This is an optimization exercise on Yosys and OpenROAD, whose aim is a short achievable clock period, not a production implementation.
Function was checked by simulation only, so behaviour that the tests miss may differ from the original.
Power is estimated from default activity; no workload was simulated.

// pqr5_core_top
module pqr5_core_top #(
   parameter PC_INIT         = 32'h0000_0000,           
   parameter IS_RF_ON_BRAM   = 0,     
   parameter EN_BPREDICT_DYN = 1,   
   parameter BHT_IDW         = 8,           
   parameter BHT_TYPE        = "flops",          
   parameter BHT_BIAS        = 2'b10,          
   parameter GHRW            = (8+2),              
   parameter EN_RAS          = 1,            
   parameter RAS_DPT         = 8            
)
(   
   input  logic             clk                 ,   
   input  logic             aresetn             ,   
   input  logic             i_ext_stall         ,   
   output logic [32-1:0] o_imem_pc           ,   
   output logic             o_imem_pc_valid     ,   
   input  logic             i_imem_stall        ,   
   input  logic [32-1:0] i_imem_pc           ,   
   input  logic [32-1:0] i_imem_pkt          ,   
   input  logic             i_imem_pkt_valid    ,   
   output logic             o_imem_stall        ,   
   output logic             o_imem_flush        ,   
   output logic             o_dmem_wen          ,   
   output logic [32-1:0] o_dmem_addr         ,   
   output logic [1:0]       o_dmem_size         ,   
   output logic [32-1:0] o_dmem_wdata        ,   
   output logic             o_dmem_req          ,   
   input  logic             i_dmem_stall        ,   
   output logic             o_dmem_flush        ,   
   input  logic [32-1:0] i_dmem_rdata        ,   
   input  logic             i_dmem_ack          ,   
  ...
For scale: ~14,000 cells after synthesis, about 160,000 µm² of cells after synthesis.
==> flow/config.mk <==
export PLATFORM = sky130hd
export DESIGN_NAME = pqr5_core_top
export DESIGN_NICKNAME = pqr5_core_top
export VERILOG_FILES = /design/flow/design.v
export SDC_FILE = /design/flow/constraint.sdc
export NUM_CORES = 4
export LEC_CHECK = 0
export ABC_CLOCK_PERIOD_IN_PS = 4000
export CAP_MARGIN = 35
export CORE_MARGIN = 2
export CORE_UTILIZATION = 25
export PLACE_DENSITY = 0.45
export SETUP_SLACK_MARGIN = 5
export SLEW_MARGIN = 35
export TNS_END_PERCENT = 100
==> flow/constraint.sdc <==
create_clock -name core_clock -period 10.0 [get_ports {clk}]
set_input_delay 2.0000 -clock core_clock [delete_from_list [all_inputs] [get_ports {clk}]]
set_output_delay 2.0000 -clock core_clock [all_outputs]
set_load 0.01 [all_outputs]
standard.sh (not shown) runs the stock make flow with config.mk's settings and CLKGATE_MAP_FILE= SYNTH_SCRIPT=/design/flow/synth_recipe.tcl, a recipe that flattens the netlist after the stock synthesis.
==> flow/flow/run.sh <==
#!/bin/bash
set -euo pipefail
MARGIN=${SETUP_MARGIN_OVERRIDE:-6}
sed -E "s/\"\\$\\{@:-finish\\}\"/SETUP_SLACK_MARGIN=${MARGIN} \"\${@:-finish}\"/" standard.sh > standard_margin.sh
grep -q "SETUP_SLACK_MARGIN=${MARGIN} " standard_margin.sh
bash standard_margin.sh synth > synth.log 2>&1
bash standard_margin.sh floorplan > floorplan.log 2>&1
bash standard_margin.sh place > place.log 2>&1
bash standard_margin.sh cts > cts.log 2>&1
bash standard_margin.sh route > route.log 2>&1
bash standard_margin.sh finish > finish.log 2>&1
test -f out/final.def
The baseline completed without violations.
Edit:
--- a/flow/config.mk
+++ b/flow/config.mk
@@ -11,2 +11,2 @@
-export CORE_UTILIZATION = 25
-export PLACE_DENSITY = 0.45
+export CORE_UTILIZATION = 40
+export PLACE_DENSITY = 0.6
What happened: Wire length went down by 9.0%; clock-buffer cell count went up by 5; final cell count went down by 14%; power went down by 3.9%; clock power went down by about 6%; sequential share of layout area went up by 1.4 points; non-clock buffer count went down by 148; setup slack got worse by 93 ps; global-route usage went up by 10 points; hold slack improved by 26 ps; synthesized area is unchanged.

========
pepper:
Starting RTL as in the previous note.
export LEC_CHECK = 0
export ABC_CLOCK_PERIOD_IN_PS = 4000
export CAP_MARGIN = 35
export CORE_MARGIN = 2
export CORE_UTILIZATION = 60
export PLACE_DENSITY = 0.76
export SETUP_SLACK_MARGIN = 5
export SLEW_MARGIN = 35
export TNS_END_PERCENT = 100
create_clock -name core_clock -period 10.0 [get_ports {clk}]
Scripts as last shown in full above: flow/flow/run.sh
The flow did not stop early for pepper: all stages ran, and the layout cleared the timing, design-rule and antenna checks.
### pepper -> umber
Settings: PLACE_DENSITY: 0.76 -> 0.5; CORE_UTILIZATION: 60 -> 30.
## What came out
Compared with pepper, met3 wirelength from detailed routing in umber decreased by more than a quarter. umber vs pepper — reported leakage power dropped 1.1 nW. In umber, the post-route clock period utilization came out 1.1 points below the value in pepper. Going from pepper to umber, the non-clock buffer count was found to have gone down by 185. On fmax, the lower figure sits with pepper, not umber. Against pepper, umber reports a met1 track utilization from global routing that is lower. Against pepper as the reference, umber delivers a lower total number of vias. umber ends up with higher met2 routed wirelength than pepper does.

[static timing again, ports no longer ideal]
The flow's constraints put no driver on any port. The routed layouts listed below were extracted and timed again, unchanged, in two steps.
Step 1 assumes that a clkbuf_16 drives the clock port and a buf_2 every other input.
Step 2 also shifts input and output timing later by t, the mid clock arrival at the registers, as if the neighbouring blocks saw the same clock.
a / b / c = ideal ports / drivers / drivers and shift; a / b = the first two.
run | shift t [ns] | setup slack, ns | clock arrival spread, ns
the first run of note 1 | 1.107 | 5.229 / 5.044 / 4.064 | 0.131 / 0.131
the second run of note 1 | 1.060 | 5.136 / 5.109 / 4.048 | 0.082 / 0.083
pepper | 1.043 | 5.106 / 5.168 / 4.125 | 0.110 / 0.110
umber | 1.104 | 5.215 / 5.076 / 3.972 | 0.127 / 0.127
After both steps setup and hold are still met in every run listed. For umber, which loses most, drivers alone change the setup slack by -0.139 ns; drivers and shift together by -1.243 ns.
